Context: an optimization exercise on an open-source flow, tuned for small area and a short achievable clock period. The choices shown serve that exercise and are no tape-out recipe. No functional check of the RTL was part of any run shown here. Power figures rest on the tool's default switching activity, not on a simulated workload.

--- flow/constraint.sdc ---
create_clock -name core_clock -period 4.6 [get_ports {clk}]
set_input_delay 0.9200 -clock core_clock [delete_from_list [all_inputs] [get_ports {clk}]]
set_output_delay 0.9200 -clock core_clock [all_outputs]
set_load 0.01 [all_outputs]
--- flow/flow/run.sh ---
#!/bin/bash
# Layout flow: the standard ORFS flow (standard.sh, with the standard
# synthesis unchanged), except that the port buffers that global placement
# puts on every input and output are sky130_fd_sc_hd__buf_1 instead of the
# delay buffer buffer_ports picks by default. Every port still gets its own
# buffer. The make output goes to standard.log in the work folder; ORFS keeps
# each step's log under orfs/logs/.
set -euo pipefail
bash standard.sh "BUFFER_PORTS_ARGS=-buffer_cell sky130_fd_sc_hd__buf_1" finish > standard.log 2>&1
--- flow/config.mk ---
export PLATFORM = sky130hd
export DESIGN_NAME = alu
export DESIGN_NICKNAME = alu
export VERILOG_FILES = /design/flow/design.v
export SDC_FILE = /design/flow/constraint.sdc
export NUM_CORES = 4
export LEC_CHECK = 0
export ABC_AREA = 1
export CAP_MARGIN = 20
export CORE_MARGIN = 2
export CORE_UTILIZATION = 40
export SLEW_MARGIN = 20
--- flow/design.v ---
module alu(
  input   wire  [63:0]    in1       ,
  input   wire  [63:0]    in2       ,
  input   wire  [2:0]     op        ,
  input   wire            in_valid  ,
  output  wire            in_ready  ,
  output  reg   [63:0]    res       ,
  output  reg             out_valid ,
  input   wire            out_ready ,
  input   wire            clk       ,
  input   wire            rstn      
);
  wire sub   = op[0] & ~op[1];
  wire addop = ~op[2] & ~op[1];          
  wire andor = op[2] & op[1];            
  wire keepp = ~op[2] | (op[1] & op[0]);  
  wire [63:0] b = in2 ^ {64{sub}};
  wire [63:0] p = in1 ^ b;    
  wire [63:0] g = in1 & b;    
  wire        cin = sub;
  wire [63:0] c;              
  wire bg0_1 = g[1] | (p[1] & g[0]);
  wire bp0_1 = p[1] & p[0];
  wire bg0_2 = g[2] | (p[2] & bg0_1);
  wire bp0_2 = p[2] & bp0_1;
  wire bg0_3 = g[3] | (p[3] & bg0_2);
  wire bp0_3 = p[3] & bp0_2;
  wire bg1_1 = g[5] | (p[5] & g[4]);
  wire bp1_1 = p[5] & p[4];
  wire bg1_2 = g[6] | (p[6] & bg1_1);
  wire bp1_2 = p[6] & bp1_1;
  wire bg1_3 = g[7] | (p[7] & bg1_2);
  wire bp1_3 = p[7] & bp1_2;
  wire bg2_1 = g[9] | (p[9] & g[8]);
  wire bp2_1 = p[9] & p[8];
  wire bg2_2 = g[10] | (p[10] & bg2_1);
  wire bp2_2 = p[10] & bp2_1;
  wire bg2_3 = g[11] | (p[11] & bg2_2);
  wire bp2_3 = p[11] & bp2_2;
  wire bg3_1 = g[13] | (p[13] & g[12]);
  wire bp3_1 = p[13] & p[12];
  wire bg3_2 = g[14] | (p[14] & bg3_1);
  wire bp3_2 = p[14] & bp3_1;
  wire bg3_3 = g[15] | (p[15] & bg3_2);
  wire bp3_3 = p[15] & bp3_2;
  wire bg4_1 = g[17] | (p[17] & g[16]);
  wire bp4_1 = p[17] & p[16];
  wire bg4_2 = g[18] | (p[18] & bg4_1);
  wire bp4_2 = p[18] & bp4_1;
  wire bg4_3 = g[19] | (p[19] & bg4_2);
  wire bp4_3 = p[19] & bp4_2;
  wire bg5_1 = g[21] | (p[21] & g[20]);
  wire bp5_1 = p[21] & p[20];
  wire bg5_2 = g[22] | (p[22] & bg5_1);
  wire bp5_2 = p[22] & bp5_1;
  wire bg5_3 = g[23] | (p[23] & bg5_2);
  wire bp5_3 = p[23] & bp5_2;
  wire bg6_1 = g[25] | (p[25] & g[24]);
  wire bp6_1 = p[25] & p[24];
  wire bg6_2 = g[26] | (p[26] & bg6_1);
  wire bp6_2 = p[26] & bp6_1;
  wire bg6_3 = g[27] | (p[27] & bg6_2);
  wire bp6_3 = p[27] & bp6_2;
  wire bg7_1 = g[29] | (p[29] & g[28]);
  wire bp7_1 = p[29] & p[28];
  wire bg7_2 = g[30] | (p[30] & bg7_1);
  wire bp7_2 = p[30] & bp7_1;
  wire bg7_3 = g[31] | (p[31] & bg7_2);
  wire bp7_3 = p[31] & bp7_2;
  wire bg8_1 = g[33] | (p[33] & g[32]);
  wire bp8_1 = p[33] & p[32];
  wire bg8_2 = g[34] | (p[34] & bg8_1);
  wire bp8_2 = p[34] & bp8_1;
  wire bg8_3 = g[35] | (p[35] & bg8_2);
  wire bp8_3 = p[35] & bp8_2;
  wire bg9_1 = g[37] | (p[37] & g[36]);
  wire bp9_1 = p[37] & p[36];
  wire bg9_2 = g[38] | (p[38] & bg9_1);
  wire bp9_2 = p[38] & bp9_1;
  wire bg9_3 = g[39] | (p[39] & bg9_2);
  wire bp9_3 = p[39] & bp9_2;
  wire bg10_1 = g[41] | (p[41] & g[40]);
  wire bp10_1 = p[41] & p[40];
  wire bg10_2 = g[42] | (p[42] & bg10_1);
  wire bp10_2 = p[42] & bp10_1;
  wire bg10_3 = g[43] | (p[43] & bg10_2);
  wire bp10_3 = p[43] & bp10_2;
  wire bg11_1 = g[45] | (p[45] & g[44]);
  wire bp11_1 = p[45] & p[44];
  wire bg11_2 = g[46] | (p[46] & bg11_1);
  wire bp11_2 = p[46] & bp11_1;
  wire bg11_3 = g[47] | (p[47] & bg11_2);
  wire bp11_3 = p[47] & bp11_2;
  wire bg12_1 = g[49] | (p[49] & g[48]);
  wire bp12_1 = p[49] & p[48];
  wire bg12_2 = g[50] | (p[50] & bg12_1);
  wire bp12_2 = p[50] & bp12_1;
  wire bg12_3 = g[51] | (p[51] & bg12_2);
  wire bp12_3 = p[51] & bp12_2;
  wire bg13_1 = g[53] | (p[53] & g[52]);
  wire bp13_1 = p[53] & p[52];
  wire bg13_2 = g[54] | (p[54] & bg13_1);
  wire bp13_2 = p[54] & bp13_1;
  wire bg13_3 = g[55] | (p[55] & bg13_2);
  wire bp13_3 = p[55] & bp13_2;
  wire bg14_1 = g[57] | (p[57] & g[56]);
  wire bp14_1 = p[57] & p[56];
  wire bg14_2 = g[58] | (p[58] & bg14_1);
  wire bp14_2 = p[58] & bp14_1;
  wire bg14_3 = g[59] | (p[59] & bg14_2);
  wire bp14_3 = p[59] & bp14_2;
  wire bg15_1 = g[61] | (p[61] & g[60]);
  wire bp15_1 = p[61] & p[60];
  wire bg15_2 = g[62] | (p[62] & bg15_1);
  wire bp15_2 = p[62] & bp15_1;
  wire bg15_3 = g[63] | (p[63] & bg15_2);
  wire bp15_3 = p[63] & bp15_2;
  wire G0_1 = bg0_3 | (bp0_3 & cin);
  wire G0_3 = bg2_3 | (bp2_3 & bg1_3);
  wire P0_3 = bp2_3 & bp1_3;
  wire G0_5 = bg4_3 | (bp4_3 & bg3_3);
  wire P0_5 = bp4_3 & bp3_3;
  wire G0_7 = bg6_3 | (bp6_3 & bg5_3);
  wire P0_7 = bp6_3 & bp5_3;
  wire G0_9 = bg8_3 | (bp8_3 & bg7_3);
  wire P0_9 = bp8_3 & bp7_3;
  wire G0_11 = bg10_3 | (bp10_3 & bg9_3);
  wire P0_11 = bp10_3 & bp9_3;
  wire G0_13 = bg12_3 | (bp12_3 & bg11_3);
  wire P0_13 = bp12_3 & bp11_3;
  wire G0_15 = bg14_3 | (bp14_3 & bg13_3);
  wire P0_15 = bp14_3 & bp13_3;
  wire G1_3 = G0_3 | (P0_3 & G0_1);
  wire G1_7 = G0_7 | (P0_7 & G0_5);
  wire P1_7 = P0_7 & P0_5;
  wire G1_11 = G0_11 | (P0_11 & G0_9);
  wire P1_11 = P0_11 & P0_9;
  wire G1_15 = G0_15 | (P0_15 & G0_13);
  wire P1_15 = P0_15 & P0_13;
  wire G2_5 = G0_5 | (P0_5 & G1_3);
  wire G2_7 = G1_7 | (P1_7 & G1_3);
  wire G2_13 = G0_13 | (P0_13 & G1_11);
  wire P2_13 = P0_13 & P1_11;
  wire G2_15 = G1_15 | (P1_15 & G1_11);
  wire P2_15 = P1_15 & P1_11;
  wire G3_9 = G0_9 | (P0_9 & G2_7);
  wire G3_11 = G1_11 | (P1_11 & G2_7);
  wire G3_13 = G2_13 | (P2_13 & G2_7);
  wire G3_15 = G2_15 | (P2_15 & G2_7);
  wire G5_2 = bg1_3 | (bp1_3 & G0_1);
  wire G5_4 = bg3_3 | (bp3_3 & G1_3);
  wire G5_6 = bg5_3 | (bp5_3 & G2_5);
  wire G5_8 = bg7_3 | (bp7_3 & G2_7);
  wire G5_10 = bg9_3 | (bp9_3 & G3_9);
  wire G5_12 = bg11_3 | (bp11_3 & G3_11);
  wire G5_14 = bg13_3 | (bp13_3 & G3_13);
  wire G5_16 = bg15_3 | (bp15_3 & G3_15);
  assign c[0] = cin;
  assign c[1] = g[0] | (p[0] & c[0]);
  assign c[2] = g[1] | (p[1] & c[1]);
  assign c[3] = g[2] | (p[2] & c[2]);
  assign c[4] = G0_1;
  assign c[5] = g[4] | (p[4] & c[4]);
  assign c[6] = g[5] | (p[5] & c[5]);
  assign c[7] = g[6] | (p[6] & c[6]);
  assign c[8] = G5_2;
  assign c[9] = g[8] | (p[8] & c[8]);
  assign c[10] = g[9] | (p[9] & c[9]);
  assign c[11] = g[10] | (p[10] & c[10]);
  assign c[12] = G1_3;
  assign c[13] = g[12] | (p[12] & c[12]);
  assign c[14] = g[13] | (p[13] & c[13]);
  assign c[15] = g[14] | (p[14] & c[14]);
  assign c[16] = G5_4;
  assign c[17] = g[16] | (p[16] & c[16]);
  assign c[18] = g[17] | (p[17] & c[17]);
  assign c[19] = g[18] | (p[18] & c[18]);
  assign c[20] = G2_5;
  assign c[21] = g[20] | (p[20] & c[20]);
  assign c[22] = g[21] | (p[21] & c[21]);
  assign c[23] = g[22] | (p[22] & c[22]);
  assign c[24] = G5_6;
  assign c[25] = g[24] | (p[24] & c[24]);
  assign c[26] = g[25] | (p[25] & c[25]);
  assign c[27] = g[26] | (p[26] & c[26]);
  assign c[28] = G2_7;
  assign c[29] = g[28] | (p[28] & c[28]);
  assign c[30] = g[29] | (p[29] & c[29]);
  assign c[31] = g[30] | (p[30] & c[30]);
  assign c[32] = G5_8;
  assign c[33] = g[32] | (p[32] & c[32]);
  assign c[34] = g[33] | (p[33] & c[33]);
  assign c[35] = g[34] | (p[34] & c[34]);
  assign c[36] = G3_9;
  assign c[37] = g[36] | (p[36] & c[36]);
  assign c[38] = g[37] | (p[37] & c[37]);
  assign c[39] = g[38] | (p[38] & c[38]);
  assign c[40] = G5_10;
  assign c[41] = g[40] | (p[40] & c[40]);
  assign c[42] = g[41] | (p[41] & c[41]);
  assign c[43] = g[42] | (p[42] & c[42]);
  assign c[44] = G3_11;
  assign c[45] = g[44] | (p[44] & c[44]);
  assign c[46] = g[45] | (p[45] & c[45]);
  assign c[47] = g[46] | (p[46] & c[46]);
  assign c[48] = G5_12;
  assign c[49] = g[48] | (p[48] & c[48]);
  assign c[50] = g[49] | (p[49] & c[49]);
  assign c[51] = g[50] | (p[50] & c[50]);
  assign c[52] = G3_13;
  assign c[53] = g[52] | (p[52] & c[52]);
  assign c[54] = g[53] | (p[53] & c[53]);
  assign c[55] = g[54] | (p[54] & c[54]);
  assign c[56] = G5_14;
  assign c[57] = g[56] | (p[56] & c[56]);
  assign c[58] = g[57] | (p[57] & c[57]);
  assign c[59] = g[58] | (p[58] & c[58]);
  assign c[60] = G3_15;
  assign c[61] = g[60] | (p[60] & c[60]);
  assign c[62] = g[61] | (p[61] & c[61]);
  assign c[63] = g[62] | (p[62] & c[62]);
  wire [63:0] result = (p & {64{keepp}}) ^ ((c & {64{addop}}) | (g & {64{andor}}));
  assign in_ready = ~(out_valid & ~out_ready);
  always @(posedge clk) begin
    if (in_ready)
      res <= result;
  end
  always @(posedge clk) begin
    out_valid <= rstn & (in_valid | ~in_ready);
  end
endmodule
--- flow/standard.sh ---
#!/bin/bash
# synth_recipe.tcl (not shown) runs the flow's synth.tcl, then flattens the netlist and writes it again
# the make line also repeats each setting of config.mk as NAME=value (left out here)
make -C /OpenROAD-flow-scripts/flow DESIGN_CONFIG=/design/flow/config.mk WORK_HOME=/design/flow/orfs CLKGATE_MAP_FILE= SYNTH_SCRIPT=/design/flow/synth_recipe.tcl "${@:-finish}"
==> flow_metrics.py, run 1 <==
metrics = {
    "power_and_ir_drop": {
        "max-vdd-ir-drop_v": 0.000176,
        "power.density_nw_per_um2": 316,
        "p_switching_uw": 823,
        "p_int_uw": 1520,
        "power_leakage_uw": 0.00340,
        "finalPower_uw": 2340,
        "power.clock.fraction_pct": 27.3,
        "comb_power_share_pct": 36.1,
        "p_sw_share_pct": 35.2,
        "pwr-share-seq_pct": 36.6,
    },
    "yosys": {
        "synth.top_cell.area_share_pct": 31.2,
        "yosys_warnings": 1,
        "async_reset_ff_share_pct": 0,
        "synth.most_common_cell": "nand2_1",
        "synth.avg_cell_area_um2": 7.93,
        "synth.cell_area_um2": 6150,
        "synthFlopType": "edfxtp_1",
        "synthTopCellsByCount": "nand2_1 (211), xor2_1 (112), inv_1 (87)",
        "synth_seq_area_share_pct": 31.6,
        "synthCells": 776,
        "syn_nets": 975,
        "yosys-top-cells-area": "edfxtp_1 (31%), xor2_1 (16%), ha_1 (13%)",
        "synth-edff-count": 64,
        "yosysUniqueCellTypes": 35,
        "synth_top_cell_by_area": "edfxtp_1",
        "ys_ff_latch": 65,
    },
    "global_routing": {
        "grt_max_degree": 56,
        "grt_first_pass_wirelength_um": 25700,
        "antenna_found_initial": 0,
        "gr-total-overflow": 0,
        "grt.total_usage_pct": 19.9,
        "grt_pass1_vias": 5321,
    },
    "routing": {
        "routed_wl_um": 16200,
        "drc": 0,
        "viasPerCell": 4.95,
        "antenna_left": 0,
        "drtPass1Iterations": 5,
        "wl_per_cell_um": 14.0,
        "drtIter0Drc": 372,
        "vias": 5742,
    },
    "clock_network": {
        "htree_levels": 3,
        "cts_tree": "done",
        "clkSinkCount": 65,
        "clkLatencyLatePin_ns": 0.34,
        "clk_pin_slew_ns": 0.05,
        "clockBufferDepth": 2,
        "cts_setup_buffers": 0,
        "cts_hold_buf": 0,
        "post_cts_resized": 0,
        "cts_made_buffers": 9,
        "cts_root_buf": "clkbuf_16",
    },
    "sta": {
        "fin_crit_sh_pct": 79.6,
        "fmax_ghz": 0.273,
        "hold_viol": 0,
        "fin_skew_ns": 0.0102,
        "setup_viol": 0,
        "rsz0062_at_grt": "false",
        "fin_setup_tns_ns": 0,
        "fin_crit_ns": 3.66,
        "worst_slew_pin_slew_ns": 0.929,
        "report.final.slew_viol_count": 0,
        "slew_headroom_pct": 38.0,
    },
    "die": {
        "core_um2": 15100,
        "die_h_um": 128,
        "die_w_um": 128,
        "die-area_um2": 16400,
        "initial_core_util_pct": 40.8,
        "rows": 45,
        "ios": 201,
    },
    "cells_and_area": {
        "fin_nets": 1167,
        "drive_above_1_share_pct": 4.42,
        "syn2layout_area_growth_pct": 20.2,
        "stdcell_count": 1161,
        "num_antenna_cells": 0,
    },
    "job": {
        "cap_violations": 0,
    },
    "critical_path": {
        "cp_max_fo": 26,
        "crit_type": "in -> reg",
        "end_kind": "flop",
        "arrival_ns": 3.75,
        "start_kind": "input pin",
        "required_ns": 4.69,
    },
    "placed_design": {
        "portBuffers": 200,
        "hpwl_um": 11800,
        "dp_cells": 1145,
        "place_congestion": 0.836,
    },
    "outcome": {
        "status": "complete, no violations",
    },
    "worst_hold_path": {
        "hp-class": "in -> reg",
    },
}
-- area by class of cell --
| class | instances | area [µm²] |
|---|---|---|
| Inverter | 87 | 327 |
| Clock buffer | 15 | 258 |
| Clock inverter | 1 | 5.00 |
| Tap cell | 188 | 235 |
| Fill cell | 1585 | 7690 |
| Sequential cell | 65 | 1940 |
| Multi-Input combinational cell | 597 | 3790 |
| Timing Repair Buffer | 208 | 836 |
-- flip-flops by register name (all words and copies together) (netlist names) --
register and cells:
res 64, out_valid 1
-- cells in the final DEF (no fill, tap or decap), types with 11 or more instances in the layout --
master	count
nand3_1	22
nand2_2	11
nor2_1	35
xor2_1	112
o21ai_0	23
a22oi_1	19
edfxtp_1	64
nand2_1	209
a21oi_1	41
nand4_1	14
buf_1	200
inv_1	86
ha_1	64
-- kinds of logic (layout without fill, tap and decap cells) --
| group | count (synthesis) | count (layout) | share of synthesized area, % |
|---|---|---|---|
| DFF | 65 | 65 | 31.6 |
| xor gates and xnor gates | 120 | 120 | 17.1 |
| buffers and inverters | 114 | 311 | 7.14 |
| AOI/OAI and AO/OA | 109 | 109 | 10.5 |
| and+or+nand+nor | 304 | 304 | 20.7 |
| adders and majority gates | 64 | 64 | 13.0 |
-- critical path, stage by stage --
cell and delay (ns):
buf_1 0.16, nor2_4 0.31, buf_4 0.45, xor2_1 0.19, ha_1 0.29, nand3_1 0.10, nand3_1 0.07, a21oi_1 0.17
nor2_1 0.06, nor2_1 0.08, nand2_1 0.10, a21oi_1 0.16, nand2_2 0.09, nand2_1 0.06, nand2_1 0.06, nand2_1 0.06
nand2_1 0.06, nand2_1 0.07, nand2_1 0.05, nand2_1 0.07, nand2_1 0.05, nand2_1 0.05, nand2_1 0.05
-- layer usage --
metal	wire, µm	up-vias	GRT usage (%)
met1	7690	2574	27.7
met2	7140	196	31.1
li1	-	2949	-
met3	1050	23	3.55
met5	0	-	0
met4	338	0	7.05
-- metrics by stage --
stage | hold slack (ns) | cell area (µm²) | setup WS [ns] | utilization [%]
2_1_floorplan | 1.06 | 6150 | 0.872 | -
3_3_place_gp | 0.927 | 7130 | 0.638 | 47.3
3_5_place_dp | 0.930 | 7130 | 0.603 | 47.3
4_1_cts | 0.794 | 7400 | 0.942 | 49.0
5_1_grt | 0.818 | 7400 | 0.624 | 49.0
6_report | 0.804 | 7400 | 0.939 | 49.0
-- final timing paths --
| path | startpoint | end | slack [ns] | cells past startpoint |
|---|---|---|---|---|
| min reg2reg | out_valid | res[6] | 0.92 | 1 |
| min | in_valid | out_valid | 0.80 | 3 |
| max | op[1] | res[59] | 0.94 | 23 |
| max reg2reg | out_valid | res[56] | 2.95 | 2 |
-- power by group through the flow --
stage / registers (µW) / logic, µW / clock network, µW
finish: 856 / 846 / 638
global route: 867 / 958 / 681
CTS: 858 / 851 / 654
detailed placement: 867 / 846 / 0
global placement: 869 / 842 / 0
floorplan: 930 / 513 / 0
==> run 2, diff against run 1 <==
--- a/flow/design.v
+++ b/flow/design.v
@@ -12,7 +12,4 @@
 );
-  wire sub   = op[0] & ~op[1];
-  wire addop = ~op[2] & ~op[1];          
-  wire andor = op[2] & op[1];            
-  wire keepp = ~op[2] | (op[1] & op[0]);  
-  wire [63:0] b = in2 ^ {64{sub}};
+  wire sub   = ~op[2] & ~op[1] & op[0];
+  wire [63:0] b = in2 ^ {64{op[0]}};
   wire [63:0] p = in1 ^ b;    
@@ -132,92 +129,167 @@
   wire P0_15 = bp14_3 & bp13_3;
+  wire G1_2 = bg1_3 | (bp1_3 & G0_1);
   wire G1_3 = G0_3 | (P0_3 & G0_1);
+  wire G1_6 = bg5_3 | (bp5_3 & G0_5);
+  wire P1_6 = bp5_3 & P0_5;
   wire G1_7 = G0_7 | (P0_7 & G0_5);
   wire P1_7 = P0_7 & P0_5;
+  wire G1_10 = bg9_3 | (bp9_3 & G0_9);
+  wire P1_10 = bp9_3 & P0_9;
   wire G1_11 = G0_11 | (P0_11 & G0_9);
   wire P1_11 = P0_11 & P0_9;
+  wire G1_14 = bg13_3 | (bp13_3 & G0_13);
+  wire P1_14 = bp13_3 & P0_13;
   wire G1_15 = G0_15 | (P0_15 & G0_13);
   wire P1_15 = P0_15 & P0_13;
+  wire G2_4 = bg3_3 | (bp3_3 & G1_3);
   wire G2_5 = G0_5 | (P0_5 & G1_3);
+  wire G2_6 = G1_6 | (P1_6 & G1_3);
   wire G2_7 = G1_7 | (P1_7 & G1_3);
+  wire G2_12 = bg11_3 | (bp11_3 & G1_11);
+  wire P2_12 = bp11_3 & P1_11;
   wire G2_13 = G0_13 | (P0_13 & G1_11);
   wire P2_13 = P0_13 & P1_11;
+  wire G2_14 = G1_14 | (P1_14 & G1_11);
+  wire P2_14 = P1_14 & P1_11;
   wire G2_15 = G1_15 | (P1_15 & G1_11);
   wire P2_15 = P1_15 & P1_11;
+  wire G3_8 = bg7_3 | (bp7_3 & G2_7);
   wire G3_9 = G0_9 | (P0_9 & G2_7);
+  wire G3_10 = G1_10 | (P1_10 & G2_7);
   wire G3_11 = G1_11 | (P1_11 & G2_7);
+  wire G3_12 = G2_12 | (P2_12 & G2_7);
   wire G3_13 = G2_13 | (P2_13 & G2_7);
+  wire G3_14 = G2_14 | (P2_14 & G2_7);
   wire G3_15 = G2_15 | (P2_15 & G2_7);
-  wire G5_2 = bg1_3 | (bp1_3 & G0_1);
-  wire G5_4 = bg3_3 | (bp3_3 & G1_3);
-  wire G5_6 = bg5_3 | (bp5_3 & G2_5);
-  wire G5_8 = bg7_3 | (bp7_3 & G2_7);
-  wire G5_10 = bg9_3 | (bp9_3 & G3_9);
-  wire G5_12 = bg11_3 | (bp11_3 & G3_11);
-  wire G5_14 = bg13_3 | (bp13_3 & G3_13);
-  wire G5_16 = bg15_3 | (bp15_3 & G3_15);
+  wire G4_16 = bg15_3 | (bp15_3 & G3_15);
   assign c[0] = cin;
   assign c[1] = g[0] | (p[0] & c[0]);
-  assign c[2] = g[1] | (p[1] & c[1]);
-  assign c[3] = g[2] | (p[2] & c[2]);
+  wire ig0_1 = g[1] | (p[1] & g[0]);
+  wire ip0_1 = p[1] & p[0];
+  assign c[2] = ig0_1 | (ip0_1 & c[0]);
+  wire ig0_2 = g[2] | (p[2] & ig0_1);
+  wire ip0_2 = p[2] & ip0_1;
+  assign c[3] = ig0_2 | (ip0_2 & c[0]);
   assign c[4] = G0_1;
   assign c[5] = g[4] | (p[4] & c[4]);
-  assign c[6] = g[5] | (p[5] & c[5]);
-  assign c[7] = g[6] | (p[6] & c[6]);
-  assign c[8] = G5_2;
+  wire ig1_1 = g[5] | (p[5] & g[4]);
+  wire ip1_1 = p[5] & p[4];
+  assign c[6] = ig1_1 | (ip1_1 & c[4]);
+  wire ig1_2 = g[6] | (p[6] & ig1_1);
+  wire ip1_2 = p[6] & ip1_1;
+  assign c[7] = ig1_2 | (ip1_2 & c[4]);
+  assign c[8] = G1_2;
   assign c[9] = g[8] | (p[8] & c[8]);
-  assign c[10] = g[9] | (p[9] & c[9]);
-  assign c[11] = g[10] | (p[10] & c[10]);
+  wire ig2_1 = g[9] | (p[9] & g[8]);
+  wire ip2_1 = p[9] & p[8];
+  assign c[10] = ig2_1 | (ip2_1 & c[8]);
+  wire ig2_2 = g[10] | (p[10] & ig2_1);
+  wire ip2_2 = p[10] & ip2_1;
+  assign c[11] = ig2_2 | (ip2_2 & c[8]);
   assign c[12] = G1_3;
   assign c[13] = g[12] | (p[12] & c[12]);
-  assign c[14] = g[13] | (p[13] & c[13]);
-  assign c[15] = g[14] | (p[14] & c[14]);
-  assign c[16] = G5_4;
+  wire ig3_1 = g[13] | (p[13] & g[12]);
+  wire ip3_1 = p[13] & p[12];
+  assign c[14] = ig3_1 | (ip3_1 & c[12]);
+  wire ig3_2 = g[14] | (p[14] & ig3_1);
+  wire ip3_2 = p[14] & ip3_1;
+  assign c[15] = ig3_2 | (ip3_2 & c[12]);
+  assign c[16] = G2_4;
   assign c[17] = g[16] | (p[16] & c[16]);
-  assign c[18] = g[17] | (p[17] & c[17]);
-  assign c[19] = g[18] | (p[18] & c[18]);
+  wire ig4_1 = g[17] | (p[17] & g[16]);
+  wire ip4_1 = p[17] & p[16];
+  assign c[18] = ig4_1 | (ip4_1 & c[16]);
+  wire ig4_2 = g[18] | (p[18] & ig4_1);
+  wire ip4_2 = p[18] & ip4_1;
+  assign c[19] = ig4_2 | (ip4_2 & c[16]);
   assign c[20] = G2_5;
   assign c[21] = g[20] | (p[20] & c[20]);
-  assign c[22] = g[21] | (p[21] & c[21]);
-  assign c[23] = g[22] | (p[22] & c[22]);
-  assign c[24] = G5_6;
+  wire ig5_1 = g[21] | (p[21] & g[20]);
+  wire ip5_1 = p[21] & p[20];
+  assign c[22] = ig5_1 | (ip5_1 & c[20]);
+  wire ig5_2 = g[22] | (p[22] & ig5_1);
+  wire ip5_2 = p[22] & ip5_1;
+  assign c[23] = ig5_2 | (ip5_2 & c[20]);
+  assign c[24] = G2_6;
   assign c[25] = g[24] | (p[24] & c[24]);
-  assign c[26] = g[25] | (p[25] & c[25]);
-  assign c[27] = g[26] | (p[26] & c[26]);
+  wire ig6_1 = g[25] | (p[25] & g[24]);
+  wire ip6_1 = p[25] & p[24];
+  assign c[26] = ig6_1 | (ip6_1 & c[24]);
+  wire ig6_2 = g[26] | (p[26] & ig6_1);
+  wire ip6_2 = p[26] & ip6_1;
+  assign c[27] = ig6_2 | (ip6_2 & c[24]);
   assign c[28] = G2_7;
   assign c[29] = g[28] | (p[28] & c[28]);
-  assign c[30] = g[29] | (p[29] & c[29]);
-  assign c[31] = g[30] | (p[30] & c[30]);
-  assign c[32] = G5_8;
+  wire ig7_1 = g[29] | (p[29] & g[28]);
+  wire ip7_1 = p[29] & p[28];
+  assign c[30] = ig7_1 | (ip7_1 & c[28]);
+  wire ig7_2 = g[30] | (p[30] & ig7_1);
+  wire ip7_2 = p[30] & ip7_1;
+  assign c[31] = ig7_2 | (ip7_2 & c[28]);
+  assign c[32] = G3_8;
   assign c[33] = g[32] | (p[32] & c[32]);
-  assign c[34] = g[33] | (p[33] & c[33]);
-  assign c[35] = g[34] | (p[34] & c[34]);
+  wire ig8_1 = g[33] | (p[33] & g[32]);
+  wire ip8_1 = p[33] & p[32];
+  assign c[34] = ig8_1 | (ip8_1 & c[32]);
+  wire ig8_2 = g[34] | (p[34] & ig8_1);
+  wire ip8_2 = p[34] & ip8_1;
+  assign c[35] = ig8_2 | (ip8_2 & c[32]);
   assign c[36] = G3_9;
   assign c[37] = g[36] | (p[36] & c[36]);
-  assign c[38] = g[37] | (p[37] & c[37]);
-  assign c[39] = g[38] | (p[38] & c[38]);
-  assign c[40] = G5_10;
+  wire ig9_1 = g[37] | (p[37] & g[36]);
+  wire ip9_1 = p[37] & p[36];
+  assign c[38] = ig9_1 | (ip9_1 & c[36]);
+  wire ig9_2 = g[38] | (p[38] & ig9_1);
+  wire ip9_2 = p[38] & ip9_1;
+  assign c[39] = ig9_2 | (ip9_2 & c[36]);
+  assign c[40] = G3_10;
   assign c[41] = g[40] | (p[40] & c[40]);
-  assign c[42] = g[41] | (p[41] & c[41]);
-  assign c[43] = g[42] | (p[42] & c[42]);
+  wire ig10_1 = g[41] | (p[41] & g[40]);
+  wire ip10_1 = p[41] & p[40];
+  assign c[42] = ig10_1 | (ip10_1 & c[40]);
+  wire ig10_2 = g[42] | (p[42] & ig10_1);
+  wire ip10_2 = p[42] & ip10_1;
+  assign c[43] = ig10_2 | (ip10_2 & c[40]);
   assign c[44] = G3_11;
   assign c[45] = g[44] | (p[44] & c[44]);
-  assign c[46] = g[45] | (p[45] & c[45]);
-  assign c[47] = g[46] | (p[46] & c[46]);
-  assign c[48] = G5_12;
+  wire ig11_1 = g[45] | (p[45] & g[44]);
+  wire ip11_1 = p[45] & p[44];
+  assign c[46] = ig11_1 | (ip11_1 & c[44]);
+  wire ig11_2 = g[46] | (p[46] & ig11_1);
+  wire ip11_2 = p[46] & ip11_1;
+  assign c[47] = ig11_2 | (ip11_2 & c[44]);
+  assign c[48] = G3_12;
   assign c[49] = g[48] | (p[48] & c[48]);
-  assign c[50] = g[49] | (p[49] & c[49]);
-  assign c[51] = g[50] | (p[50] & c[50]);
+  wire ig12_1 = g[49] | (p[49] & g[48]);
+  wire ip12_1 = p[49] & p[48];
+  assign c[50] = ig12_1 | (ip12_1 & c[48]);
+  wire ig12_2 = g[50] | (p[50] & ig12_1);
+  wire ip12_2 = p[50] & ip12_1;
+  assign c[51] = ig12_2 | (ip12_2 & c[48]);
   assign c[52] = G3_13;
   assign c[53] = g[52] | (p[52] & c[52]);
-  assign c[54] = g[53] | (p[53] & c[53]);
-  assign c[55] = g[54] | (p[54] & c[54]);
-  assign c[56] = G5_14;
+  wire ig13_1 = g[53] | (p[53] & g[52]);
+  wire ip13_1 = p[53] & p[52];
+  assign c[54] = ig13_1 | (ip13_1 & c[52]);
+  wire ig13_2 = g[54] | (p[54] & ig13_1);
+  wire ip13_2 = p[54] & ip13_1;
+  assign c[55] = ig13_2 | (ip13_2 & c[52]);
+  assign c[56] = G3_14;
   assign c[57] = g[56] | (p[56] & c[56]);
-  assign c[58] = g[57] | (p[57] & c[57]);
-  assign c[59] = g[58] | (p[58] & c[58]);
+  wire ig14_1 = g[57] | (p[57] & g[56]);
+  wire ip14_1 = p[57] & p[56];
+  assign c[58] = ig14_1 | (ip14_1 & c[56]);
+  wire ig14_2 = g[58] | (p[58] & ig14_1);
+  wire ip14_2 = p[58] & ip14_1;
+  assign c[59] = ig14_2 | (ip14_2 & c[56]);
   assign c[60] = G3_15;
   assign c[61] = g[60] | (p[60] & c[60]);
-  assign c[62] = g[61] | (p[61] & c[61]);
-  assign c[63] = g[62] | (p[62] & c[62]);
-  wire [63:0] result = (p & {64{keepp}}) ^ ((c & {64{addop}}) | (g & {64{andor}}));
+  wire ig15_1 = g[61] | (p[61] & g[60]);
+  wire ip15_1 = p[61] & p[60];
+  assign c[62] = ig15_1 | (ip15_1 & c[60]);
+  wire ig15_2 = g[62] | (p[62] & ig15_1);
+  wire ip15_2 = p[62] & ip15_1;
+  assign c[63] = ig15_2 | (ip15_2 & c[60]);
+  wire [63:0] result = op[2] ? ({64{op[1]}} & (op[0] ? (in1 | in2) : (in1 & in2)))
+                             : (op[1] ? (in1 ^ in2) : (p ^ c));
   assign in_ready = ~(out_valid & ~out_ready);
==> run 2 against run 1 <==
  * Total power is 9.0% higher
  * Global-route usage fell by 0.13 points
  * Non-clock buffer count increased by 6
  * Critical path type unchanged
  * Highest routed layer unchanged
==> flow_metrics.py, run 2 <==
metrics = {
    "critical_path": {
        "end_kind": "flop",
        "cp_max_fo": 69,
        "slowest_delay_ns": 0.50,
        "cpMaxStageDelayCell": "fa_1",
        "arrival_ns": 3.90,
        "crit_type": "in -> reg",
        "required_ns": 4.66,
        "worstPathCellList": "clkbuf_4 > buf_12 > xor2_1 > ha_1 > nand2_1 > nor2_1 > nand2_1 > nor3_2 > inv_1 > nor4_1 > nand2_1 > nand2_2 > inv_1 > fa_1 > nor2_1 > a21oi_1 > o22ai_1",
        "start_kind": "input pin",
        "critPathMostFrequentCell": "nand2_1",
    },
    "global_routing": {
        "grt_max_degree": 70,
        "grt_first_pass_wirelength_um": 40600,
        "grt_pass1_vias": 8182,
        "antenna_found_initial": 0,
        "grt.total_usage_pct": 19.8,
        "gr-total-overflow": 0,
    },
    "cells_and_area": {
        "syn2layout_area_growth_pct": 14.1,
        "final_common_cell": "nand2_1",
        "largest_register_ffs": 64,
        "top_register": "res",
        "num_antenna_cells": 0,
        "reg_top3": "res (64), out_valid (1)",
        "nFillCells": 2452,
        "fin_util_pct": 46.6,
        "stdcell_count": 1820,
        "fin_nets": 1838,
        "drive_above_1_share_pct": 3.00,
        "layout_common_cells": "nand2_1 (266), inv_1 (240), buf_1 (197), ha_1 (191), nor2_1 (121)",
    },
    "clock_network": {
        "cts_tree": "done",
        "clkLatencyLatePin_ns": 0.34,
        "cts_setup_buffers": 0,
        "cts_made_buffers": 9,
        "cts_root_buf": "clkbuf_16",
        "clockBufferDepth": 2,
        "clk_pin_slew_ns": 0.06,
        "clkSinkCount": 65,
        "post_cts_resized": 0,
        "cts_hold_buf": 0,
        "htree_levels": 3,
    },
    "power_and_ir_drop": {
        "max-vdd-ir-drop_v": 0.0000969,
        "comb_power_share_pct": 43.5,
        "pwr-share-seq_pct": 30.9,
        "power.density_nw_per_um2": 233,
        "p_int_uw": 1540,
        "p_switching_uw": 1010,
        "p_sw_share_pct": 39.6,
        "power.clock.fraction_pct": 25.6,
        "power_leakage_uw": 0.00572,
    },
    "yosys": {
        "synth.most_common_cell": "nand2_1",
        "synthFlopType": "edfxtp_1",
        "yosysUniqueCellTypes": 39,
        "synth_seq_area_share_pct": 20.3,
        "synth-edff-count": 64,
        "synthTopCellsByCount": "nand2_1 (268), inv_1 (242), ha_1 (191)",
        "synth.cell_area_um2": 9580,
        "synth.top_cell.area_share_pct": 24.9,
        "synthCells": 1319,
        "syn_nets": 1661,
        "ys_ff_latch": 65,
        "synth.avg_cell_area_um2": 7.26,
        "yosys_warnings": 1,
        "synth_top_cell_by_area": "ha_1",
        "yosys-top-cells-area": "ha_1 (25%), edfxtp_1 (20%), nand2_1 (10%)",
        "async_reset_ff_share_pct": 0,
    },
    "outcome": {
        "status": "complete, no violations",
    },
    "sta": {
        "rsz0062_at_grt": "false",
        "timing.hold.ws_ns": 0.801,
        "final.setup.worst_slack_ns": 0.755,
        "fin_setup_tns_ns": 0,
        "fin_crit_ns": 3.84,
        "report.final.slew_viol_count": 0,
        "fmax_ghz": 0.260,
        "fin_skew_ns": 0.00538,
        "fin_crit_sh_pct": 83.6,
        "slew_headroom_pct": 58.6,
        "hold_viol": 0,
        "worst_slew_pin_slew_ns": 0.621,
        "setup_viol": 0,
    },
    "routing": {
        "antenna_left": 0,
        "vias": 8664,
        "drtIter0Drc": 424,
        "viasPerCell": 4.76,
        "drtPass1Iterations": 7,
        "wl_per_cell_um": 13.6,
        "routed_wl_um": 24800,
        "drc": 0,
    },
    "placed_design": {
        "pre_cts_ws_ns": 0.406,
        "place_congestion": 0.807,
        "dp_cells": 1804,
        "hpwl_um": 18500,
        "portBuffers": 200,
    },
    "die": {
        "ios": 201,
        "die_w_um": 159,
        "die-area_um2": 25200,
        "rows": 56,
        "core_um2": 23500,
        "initial_core_util_pct": 40.8,
        "die_h_um": 159,
    },
    "job": {
        "cap_violations": 0,
    },
    "worst_hold_path": {
        "hp-class": "in -> reg",
    },
}
-- run 2: cell types whose count changed in the layout (fill, tap and decap cells not counted), moves of 16 or more --
cell and change:
inv_1 +154, ha_1 +127, nor2_1 +86, o21ai_0 +78, nand2_1 +57, xor2_1 -36
nand3_1 +28, a22oi_1 -19, o211ai_1 +17, fa_1 +16
-- run 2: power by group through the flow --
| stage | combinational, µW | sequential (µW) | clock [µW] |
|---|---|---|---|
| after floorplan | 736 | 846 | 0 |
| after global placement | 1100 | 802 | 0 |
| after detailed placement | 1120 | 801 | 0 |
| after CTS | 1120 | 790 | 674 |
| after global routing | 1290 | 797 | 689 |
| final | 1110 | 788 | 653 |
-- run 2: area by class of cell --
class	instances	area [µm²]	area share [%]
timing repair buffer	214	887	8.11
multi-input combinational	963	6540	59.8
clock inverter	1	5.00	0.0458
inverter	243	913	8.35
tap	319	399	3.65
clock buffer	15	248	2.27
sequential	65	1940	17.8
-- run 2: path summary, 6_finish.rpt --
check	start	endpoint	slack, ns	depth (start not counted)
hold / removal	rstn	out_valid	0.80	2
setup reg to reg	out_valid	res[55]	3.16	2
hold reg to reg	out_valid	res[5]	0.84	1
setup / recovery	op[0]	res[60]	0.76	17
-- run 2: metrics by stage --
step | total power [µW] | area, µm²
floorplan | 1580 | 9580
global placement | 1900 | 10700
detailed placement | 1920 | 10700
CTS | 2590 | 10900
global route | 2780 | 10900
finish | 2550 | 10900
-- run 2: per-layer routing --
layer / routed length [µm] / track usage, % / up-vias
met5: 0 / 0 / -
met4: 495 / 6.42 / 0
met3: 947 / 2.48 / 29
met2: 11500 / 33.5 / 182
met1: 11800 / 26.1 / 3900
li1: - / - / 4553
-- run 2: worst max-delay path, delay by kind of cell --
kind / cells / cell delay, ns
AO/OA/AOI/OAI: 2 / 0.23
XOR/XNOR: 1 / 0.12
adder cells (fa/ha/maj): 2 / 0.84
buffers and inverters: 4 / 0.61
AND/OR/NAND/NOR: 8 / 1.14
-- run 2: logic make-up (layout without fill, tap and decap cells) --
family          Yosys count  in the layout  synth area share (%)
xor+xnor                 89             89                  8.14
compound gates          203            203                  11.9
fa+ha+maj               207            207                  28.3
buf+inv                 291            473                  11.6
flops                    65             65                  20.3
simple gates            464            464                  19.8
==> run 3, diff against run 2 <==
--- a/flow/design.v
+++ b/flow/design.v
@@ -13,3 +13,4 @@
   wire sub   = ~op[2] & ~op[1] & op[0];
-  wire [63:0] b = in2 ^ {64{op[0]}};
+  wire addop = ~op[2] & ~op[1];
+  wire [63:0] b = in2 ^ {64{sub}};
   wire [63:0] p = in1 ^ b;    
@@ -292,4 +293,4 @@
   assign c[63] = ig15_2 | (ip15_2 & c[60]);
-  wire [63:0] result = op[2] ? ({64{op[1]}} & (op[0] ? (in1 | in2) : (in1 & in2)))
-                             : (op[1] ? (in1 ^ in2) : (p ^ c));
+  wire [63:0] result = op[2] ? ({64{op[1]}} & (g | ({64{op[0]}} & p)))
+                             : (p ^ (c & {64{addop}}));
   assign in_ready = ~(out_valid & ~out_ready);
==> run 3 against run 2 <==
  * Clock power rose by 6.3%
  * Critical path depth increased by 5
  * Global-route usage rose by 2.1 points
  * Final cell count fell by 21%
  * Sequential share of layout area rose by 5.9 points
  * Core utilization increased by 1.4 points
  * Setup slack better by 0.072 ns
  * Fmax increased by 1.9%
  * Critical endpoint is now res[43]
  * Highest routed layer unchanged
==> flow_metrics.py, run 3 <==
metrics = {
    "global_routing": {
        "grt.total_usage_pct": 21.9,
        "antenna_found_initial": 1,
        "grt_max_degree": 66,
        "grt_pass1_vias": 6516,
        "grt_first_pass_wirelength_um": 31400,
        "gr-total-overflow": 0,
    },
    "cells_and_area": {
        "reg_top3": "res (64), out_valid (1)",
        "layout_common_cells": "nand2_1 (347), buf_1 (199), inv_1 (108), nand3_1 (75), a21oi_1 (67)",
        "top_register": "res",
        "final_common_cell": "nand2_1",
        "drive_above_1_share_pct": 5.23,
        "fin_nets": 1398,
        "largest_register_ffs": 64,
        "multi_input_area_um2": 4410,
        "seq_area_um2": 1940,
        "nFillCells": 1803,
        "syn2layout_area_growth_pct": 18.8,
        "fin_area_um2": 8190,
    },
    "power_and_ir_drop": {
        "p_switching_uw": 845,
        "power_leakage_uw": 0.00404,
        "finalPower_uw": 2330,
        "max-vdd-ir-drop_v": 0.000194,
        "power.clock.fraction_pct": 29.7,
        "pwr-share-seq_pct": 33.8,
        "p_sw_share_pct": 36.2,
        "power.density_nw_per_um2": 285,
        "comb_power_share_pct": 36.4,
        "p_int_uw": 1490,
    },
    "placed_design": {
        "hpwl_um": 14000,
        "postPlaceCellArea_um2": 7910,
        "place_congestion": 0.824,
        "portBuffers": 200,
    },
    "critical_path": {
        "end_kind": "flop",
        "critPathMostFrequentCell": "nand2_1",
        "required_ns": 4.70,
        "arrival_ns": 3.88,
        "crit_type": "in -> reg",
        "start_kind": "input pin",
        "r2r_start": "out_valid",
        "cp_max_fo": 42,
        "worstPathCellList": "buf_1 > inv_1 > nand2_4 > nor2_4 > buf_12 > xor2_1 > ha_1 > inv_1 > nor3_1 > nand2_1 > nor2_1 > nand2_2 > nand3_4 > nand3_2 > nand2_2 > nand2_1 > nand2_2 > nand2_1 > nand2_1 > nand2_1 > nand3_1 > nand2_1",
        "r2r_slack_ns": 3.07,
        "slowest_delay_ns": 0.37,
        "worstReg2RegEnd": "res[4]",
        "reg2reg_depth": 2,
        "cpMaxStageDelayCell": "ha_1",
    },
    "clock_network": {
        "clockBufferDepth": 2,
        "clk_pin_slew_ns": 0.06,
        "cts_root_buf": "clkbuf_16",
        "clkSinkCount": 65,
        "cts_tree": "done",
        "htree_levels": 3,
        "clkLatencyLatePin_ns": 0.35,
        "cts_setup_buffers": 0,
        "cts_hold_buf": 0,
        "cts_made_buffers": 9,
        "post_cts_resized": 0,
    },
    "yosys": {
        "synth-edff-count": 64,
        "synthFlopType": "edfxtp_1",
        "synthCells": 1010,
        "yosys_warnings": 1,
        "synth_seq_area_share_pct": 28.2,
        "synth.most_common_cell": "nand2_1",
        "synth_top_cell_by_area": "edfxtp_1",
        "async_reset_ff_share_pct": 0,
        "syn_nets": 1209,
        "yosysUniqueCellTypes": 37,
        "synthTopCellsByCount": "nand2_1 (349), inv_1 (108), nand3_1 (75)",
        "synth.top_cell.area_share_pct": 27.9,
        "synth.avg_cell_area_um2": 6.83,
        "yosys-top-cells-area": "edfxtp_1 (28%), nand2_1 (19%), ha_1 (12%)",
        "ys_ff_latch": 65,
        "synth.cell_area_um2": 6890,
    },
    "sta": {
        "fin_crit_sh_pct": 82.0,
        "worst_slew_pin_slew_ns": 0.949,
        "fin_setup_tns_ns": 0,
        "fin_crit_ns": 3.77,
        "slew_headroom_pct": 36.5,
        "fmax_ghz": 0.265,
        "rsz0062_at_grt": "false",
        "setup_viol": 0,
        "hold_viol": 0,
        "report.final.slew_viol_count": 0,
        "fin_skew_ns": 0.0107,
    },
    "die": {
        "rows": 48,
        "die_w_um": 135,
        "core_um2": 17100,
        "ios": 201,
        "die-area_um2": 18300,
        "initial_core_util_pct": 40.4,
        "die_h_um": 135,
    },
    "routing": {
        "drc": 0,
        "vias": 7032,
        "antenna_left": 0,
        "routed_wl_um": 20000,
        "viasPerCell": 4.92,
        "drtPass1Iterations": 5,
        "wl_per_cell_um": 14.0,
        "drtIter0Drc": 403,
    },
    "worst_hold_path": {
        "holdPathStages": 2,
        "hold_start": "rstn",
        "whs_endpoint": "out_valid",
        "hp-class": "in -> reg",
    },
    "outcome": {
        "status": "complete, no violations",
    },
    "job": {
        "cap_violations": 0,
    },
}
[run 3: per-layer routing]
| metal | vias to the layer above | part of all wire, % | GRT usage (%) |
|---|---|---|---|
| met1 | 3118 | 46 | 29.1 |
| met5 | - | 0 | 0 |
| met4 | 0 | 2.0 | 7.75 |
| met3 | 24 | 5.8 | 3.52 |
| li1 | 3694 | - | - |
| met2 | 196 | 46 | 35.9 |
[run 3: power groups by stage]
stage          clock network [µW]  logic (µW)  registers [µW]
6_report                      694         850             789
5_1_grt                       724         970             797
4_1_cts                       708         853             791
3_5_place_dp                    0         846             802
3_3_place_gp                    0         842             802
2_1_floorplan                   0         546             851
[run 3: cells by family after synthesis]
logic type / share of synthesized area [%]
AND/OR/NAND/NOR: 31.1
flip-flops: 28.2
buffers and inverters: 8.11
adder cells (fa/ha/maj): 11.6
AO/OA/AOI/OAI: 12.6
XOR/XNOR: 8.38
[run 3: worst max path at each step]
stage,startpoint,cells past startpoint,slack (ns),endpoint
4_1_cts,op[1],20,0.83,res[60]
6_report,op[1],22,0.83,res[43]
3_3_place_gp,op[1],20,0.42,res[60]
2_1_floorplan,op[1],21,0.88,res[19]
3_5_place_dp,op[1],20,0.48,res[60]
5_1_grt,op[1],20,0.51,res[60]
[run 3: worst max-delay path: cells and delay by family]
family / cells / cell delay, ns
xor gates and xnor gates: 1 / 0.11
adders and majority gates: 1 / 0.37
buffers and inverters: 4 / 0.66
and+or+nand+nor: 16 / 1.79
[run 3: per-stage QoR]
step	hold slack (ns)	setup slack, ns	cells	utilization, %
finish	0.796	0.827	1430	48.0
global placement	1.11	0.419	1413	46.4
global route	0.813	0.506	1429	48.0
floorplan	1.06	0.878	1010	-
detailed placement	1.13	0.484	1413	46.4
CTS	0.785	0.826	1429	48.0
[run 3: final cells by class]
cell class              count  share of cell area (%)
clock buffers              11                    2.84
multi-input cells         799                    53.8
inverters                 114                    5.22
flip-flops and latches     65                    23.7
well taps                 225                    3.44
repair buffers            210                    10.4
diodes                      1                  0.0305
clock inverters             5                   0.565
==> run 4, diff against run 3 <==
==> flow/design.v (replaced) <==
module carry4(
  input   wire    [3:0]   p   ,
  input   wire    [3:0]   g   ,
  input   wire            cin ,
  output  wire    [3:1]   c   ,
  output  wire            P   ,
  output  wire            G   
);
  assign  {c[1]} = (cin & p[0]) | g[0] ;
  assign  {c[2]} = (cin & p[0] & p[1]) | (g[0] & p[1]) | g[1] ;
  assign  {c[3]} = (cin & p[0] & p[1] & p[2]) | (g[0] & p[1] & p[2]) | (g[1] & p[2]) | g[2] ;
  assign  P =  p[0] & p[1] & p[2] & p[3] ;
  assign  G = (g[0] & p[1] & p[2] & p[3]) | (g[1] & p[2] & p[3]) | (g[2] & p[3]) | g[3] ;
endmodule
module single_adder(
  input   wire  a   ,
  input   wire  b   ,
  input   wire  cin ,
  output  wire  s
);
  assign s = (a & b & cin) | (a & ~b & ~cin) | (~a & b & ~cin) | (~a & ~b & cin) ;
endmodule
module carry64(
  input   wire    [63:0]  p   ,
  input   wire    [63:0]  g   ,
  input   wire            cin ,
  output  wire    [63:0]  c   ,
  output  wire            P   ,
  output  wire            G   
);
  assign  c[0] = cin ;
  wire  [15:0]  P_1 ;
  wire  [15:0]  G_1 ;
  wire  [3:0]   P_2 ;
  wire  [3:0]   G_2 ;
  genvar i;
  generate
    for(i=0; i<16; i=i+1) begin
      carry4 carry4_inst(
        .p  (p[i*4+3:i*4]) ,
        .g  (g[i*4+3:i*4]) ,
        .cin(c[i*4]) ,
        .c  (c[i*4+3:i*4+1]) ,
        .P  (P_1[i]) ,
        .G  (G_1[i]) 
      );
    end
  endgenerate
  generate
    for(i=0; i<4; i=i+1) begin
      carry4 carry4_inst(
        .p  (P_1[i*4+3:i*4]) ,
        .g  (G_1[i*4+3:i*4]) ,
        .cin(c[i*16] ) ,
        .c  ({c[i*16+12],c[i*16+8],c[i*16+4]}) ,
        .P  (P_2[i]  ) ,
        .G  (G_2[i]  ) 
      );
    end
  endgenerate
  carry4 carry4_inst(
    .p  (P_2)  ,
    .g  (G_2)  ,
    .cin(c[0]) ,
    .c  ({c[48],c[32],c[16]})  ,
    .P  (P  )  ,
    .G  (G  )  
  );
endmodule
module alu(
  input   wire  [63:0]    in1       ,
  input   wire  [63:0]    in2       ,
  input   wire  [2:0]     op        ,
  input   wire            in_valid  ,
  output  wire            in_ready  ,
  output  reg   [63:0]    res       ,
  output  reg             out_valid ,
  input   wire            out_ready ,
  input   wire            clk       ,
  input   wire            rstn      
);
  parameter  OP_ADD = 3'b000;
  parameter  OP_SUB = 3'b001;
  parameter  OP_XOR = 3'b010;
  parameter  OP_AND = 3'b110;
  parameter  OP_OR  = 3'b111;
  wire  [63:0]  adder_in1 = in1;
  wire  [63:0]  adder_in2 = ( op==OP_SUB ) ? (~in2) : in2;
  wire          cin = (op==OP_SUB);
  wire  [63:0]  p  =  adder_in1 | adder_in2 ;
  wire  [63:0]  g  =  adder_in1 & adder_in2 ;
  wire  [63:0]  c;
  wire  [63:0]  sum;
  carry64 carry64_inst(
    .p  (p),
    .g  (g),
    .cin(cin),
    .c  (c),
    .P  ( ),
    .G  ( )
  );
  wire  [63:0]  carry_in =  (op[2:1]==2'b01) ? 64'b0 : c ;
  genvar i;
  generate
    for(i=0; i<64; i=i+1) begin
      single_adder single_adder_inst(
        .a  (adder_in1[i]),
        .b  (adder_in2[i]),
        .cin(carry_in[i] ),
        .s  (sum[i]      )
      );
    end
  endgenerate
  wire  [63:0]  result = ( {64{(op[2]==1'b0)}} & sum )  |
                         ( {64{(op==OP_AND )}} & g   )  |
                         ( {64{(op==OP_OR  )}} & p   )  ;
  always@(posedge clk) begin
    if(!rstn)
      res <= 64'b0;
    else if(in_valid && in_ready)
      res <= result;
  end
  always@(posedge clk) begin
    if(!rstn)
      out_valid <= 1'b0;
    else if(in_valid && in_ready)
      out_valid <= 1'b1;
    else if(out_valid && out_ready)
      out_valid <= 1'b0;
  end
  assign in_ready = ~(out_valid & !out_ready) ;
endmodule
==> flow/run.sh (new file) <==
#!/bin/bash
# synth_recipe.tcl (not shown) runs the flow's synth.tcl, then flattens the netlist and writes it again
# the make line also repeats each setting of config.mk as NAME=value (left out here)
make -C /OpenROAD-flow-scripts/flow DESIGN_CONFIG=/design/flow/config.mk WORK_HOME=/design/flow/orfs CLKGATE_MAP_FILE= SYNTH_SCRIPT=/design/flow/synth_recipe.tcl finish
--- a/flow/config.mk
+++ b/flow/config.mk
@@ -7,3 +7,2 @@
 export LEC_CHECK = 0
-export ABC_AREA = 1
 export CAP_MARGIN = 20
removed: flow/flow/run.sh
removed: flow/standard.sh
==> run 4 against run 3 <==
  * Worst hold slack worse by 0.34 ns
  * Total power grew 47%
  * Still clean on timing, DRC and antenna
  * Design area increased by 90%
  * Critical path depth fell by 4
  * Sequential cell count is the same
  * Clock skew decreased by 0.0012 ns
  * Sequential share of layout area shrank 15 points
  * Synthesized area increased by 64%
  * Non-clock buffer count up 253
  * Via count increased by 110%
  * Die area is 62% higher
==> flow_metrics.py, run 4 <==
metrics = {
    "critical_path": {
        "start_kind": "input pin",
        "reg2reg_depth": 8,
        "end_kind": "flop",
        "arrival_ns": 4.76,
        "crit_type": "in -> reg",
        "critPathLaunch": "op[2]",
        "cp_max_fo": 15,
        "r2r_slack_ns": 2.28,
        "timing.critical_path.to": "res[11]",
        "required_ns": 4.84,
        "r2r_start": "out_valid",
        "worstReg2RegEnd": "res[46]",
    },
    "power_and_ir_drop": {
        "power.density_nw_per_um2": 221,
        "finalPower_uw": 3440,
        "max-vdd-ir-drop_v": 0.000247,
        "power_leakage_uw": 0.00600,
    },
    "yosys": {
        "yosys-top-cells-area": "dfxtp_1 (11%), xnor2_1 (9.2%), o21ai_0 (8.4%)",
        "synth.avg_cell_area_um2": 6.41,
        "synth_seq_area_share_pct": 11.5,
        "ys_ff_latch": 65,
        "synth-edff-count": 0,
        "synth.cell_area_um2": 11300,
        "yosys_warnings": 1,
        "async_reset_ff_share_pct": 0,
        "synthCells": 1766,
        "yosysUniqueCellTypes": 87,
        "synth.top_cell.area_share_pct": 11.5,
        "synthFlopType": "dfxtp_1",
        "synth_top_cell_by_area": "dfxtp_1",
        "synth.most_common_cell": "nor2_1",
        "syn_nets": 1901,
        "synthTopCellsByCount": "nor2_1 (192), o21ai_0 (191), nand2_1 (170)",
    },
    "sta": {
        "final.setup.worst_slack_ns": 0.0807,
        "slew_headroom_pct": 40.8,
        "rsz0062_at_grt": "true",
        "fin_skew_ns": 0.00953,
        "worst_slew_pin_slew_ns": 0.887,
        "report.final.slew_viol_count": 0,
        "fmax_ghz": 0.221,
        "fin_crit_ns": 4.52,
        "fin_crit_sh_pct": 98.2,
        "setup_viol": 0,
        "hold_viol": 0,
    },
    "cells_and_area": {
        "layout_common_cells": "buf_4 (258), clkdlybuf4s50_1 (197), nor2_1 (190), o21ai_0 (189), nand2_1 (170)",
        "reg_top3": "res (64), out_valid (1)",
        "largest_register_ffs": 64,
        "top_register": "res",
        "drive_above_1_share_pct": 16.5,
        "fin_nets": 2196,
        "final_common_cell": "buf_4",
        "syn2layout_area_growth_pct": 37.5,
        "fin_area_um2": 15600,
        "nFillCells": 2730,
    },
    "clock_network": {
        "htree_levels": 3,
        "clkLatencyLatePin_ns": 0.36,
        "cts_made_buffers": 9,
        "cts_hold_buf": 0,
        "cts_root_buf": "clkbuf_16",
        "cts_tree": "done",
        "clk_pin_slew_ns": 0.06,
        "clkSinkCount": 65,
        "clockBufferDepth": 2,
    },
    "routing": {
        "drtIter0Drc": 1335,
        "wl_per_cell_um": 18.5,
        "vias": 14600,
        "drc": 0,
        "antenna_left": 0,
        "drtPass1Iterations": 6,
        "routed_wl_um": 45300,
        "viasPerCell": 5.96,
    },
    "global_routing": {
        "grt.total_usage_pct": 30.0,
        "gr-total-overflow": 0,
        "grt_pass1_vias": 13600,
        "antenna_found_initial": 1,
        "grt_max_degree": 79,
        "grt_first_pass_wirelength_um": 71100,
    },
    "die": {
        "core_um2": 27900,
        "die-area_um2": 29700,
        "rows": 61,
        "initial_core_util_pct": 40.6,
        "die_w_um": 172,
        "die_h_um": 172,
        "ios": 201,
    },
    "placed_design": {
        "hpwl_um": 33100,
        "postPlaceCellArea_um2": 15100,
        "pre_cts_ws_ns": -0.394,
        "place_congestion": 0.952,
        "portBuffers": 200,
    },
    "worst_hold_path": {
        "hp-class": "reg -> reg",
    },
    "job": {
        "cap_violations": 0,
    },
    "outcome": {
        "status": "complete, no violations",
    },
}
run 4: cell count changes after synthesis, moves of 64 or more:
cell and delta:
dfxtp_1 +64, a21oi_1 +86, nor2_1 +143, o21ai_0 +148, xnor2_1 +118, ha_1 -64
clkbuf_1 +127, edfxtp_1 -64, nand2_1 -179
run 4: metal layers:
metal	vias up	global-route usage [%]	wire (µm)	share of wire [%]
met1	6760	40.5	20200	45
li1	7068	-	-	-
met3	89	4.26	3700	8.2
met2	652	49.1	20100	44
met5	-	0	0	0
met4	0	10.0	1230	2.7
run 4: worst min-delay path by stage:
stage | start | endpoint | slack (ns) | cells after the start
finish | res[0] | res[0] | 0.46 | 2
detailed placement | res[9] | res[9] | 0.44 | 2
floorplan | res[17] | res[17] | 0.47 | 2
CTS | res[0] | res[0] | 0.46 | 2
global placement | res[60] | res[60] | 0.44 | 2
global route | res[0] | res[0] | 0.49 | 2
run 4: what timing repair did:
action | 4_1_cts | 5_1_grt
pin swaps | 0 | 9
setup buffers | 0 | 2
setup endpoints to repair | 1 | 36
gates resized for setup | 1 | 27
cloned | 0 | 0
run 4: where the power goes:
| part | internal [µW] | leakage (µW) | switching [µW] |
|---|---|---|---|
| Combinational | 909 | 0.00530 | 1020 |
| Sequential | 612 | 0.000535 | 32.3 |
| Clock | 548 | 0.000165 | 325 |
| Total | 2070 | 0.00600 | 1370 |
run 4: cells by family after synthesis:
kind of cell,Yosys count,share of synthesized area (%)
AOI/OAI and AO/OA,673,39.0
and+or+nand+nor,573,23.0
buffers and inverters,237,8.38
xor gates and xnor gates,140,11.0
DFF,65,11.5
muxes,43,4.00
adders and majority gates,35,3.10
run 4: worst max-delay path, cell delays in order:
cell and delay, ns:
buf_2 0.12, or3b_4 0.49, buf_6 0.20, o21ai_0 0.23, o21ai_0 0.16, o211ai_1 0.42, buf_4 0.22, o21ai_1 0.10
a21o_1 0.23, o21a_1 0.22, nor4_1 0.35, nor3_2 0.11, buf_4 0.16, buf_4 0.13, xnor2_1 0.15, nand2_1 0.07
a221o_1 0.29, a22o_1 0.19
run 4: cell type report:
cell class | count | area, µm² | area share, %
multi-input cells | 1464 | 9190 | 59.1
repair buffers | 463 | 4030 | 25.9
flip-flops and latches | 65 | 1300 | 8.36
well taps | 378 | 473 | 3.04
clock buffers | 10 | 239 | 1.54
inverters | 58 | 218 | 1.40
clock inverters | 6 | 114 | 0.732
diodes | 1 | 2.50 | 0.0161
run 4: per-stage QoR:
stage               cells  TNS [ns]  util (%)  hold WS (ns)
floorplan            1766         0         -         0.467
global placement     2425     -4.64      54.0         0.437
detailed placement   2425     -7.35      54.0         0.444
CTS                  2441         0      55.3         0.462
global route         2444    -0.132      55.9         0.488
finish               2445         0      55.9         0.458

afterwards: timing with drivers on the ports:
How much do the figures lean on ideal ports? The routed layouts below were timed once more, with nothing changed but the port constraints.
Step 1 sets driving cells, clkbuf_16 on the clock port and buf_2 on the other inputs (assumed; they add their load-dependent delay and slew).
Step 2, shift: input delay + t, output delay - t, t = (earliest + latest rising clock arrival at the registers) / 2. This alone moves slack from input paths to output paths.
Slacks: ideal ports / drivers / drivers and shift; pairs: ideal ports / drivers.
run	t, ns	slack for setup (ns)	slew at the worst register clock pin (ns)	worst data-port slew with drivers (ns)
run 1	0.373	0.939 / 0.958 / 0.584	0.06 / 0.06	0.05
run 2	0.384	0.755 / 0.768 / 0.384	0.06 / 0.06	0.07
run 3	0.383	0.827 / 0.836 / 0.453	0.06 / 0.06	0.07
run 4	0.401	0.081 / 0.074 / -0.327	0.07 / 0.07	0.09
Met with ideal ports but missed after step 2: setup timing in run 4. The setup slack of run 4, which loses most, moves by -0.007 ns with the drivers and by -0.408 ns with both steps.
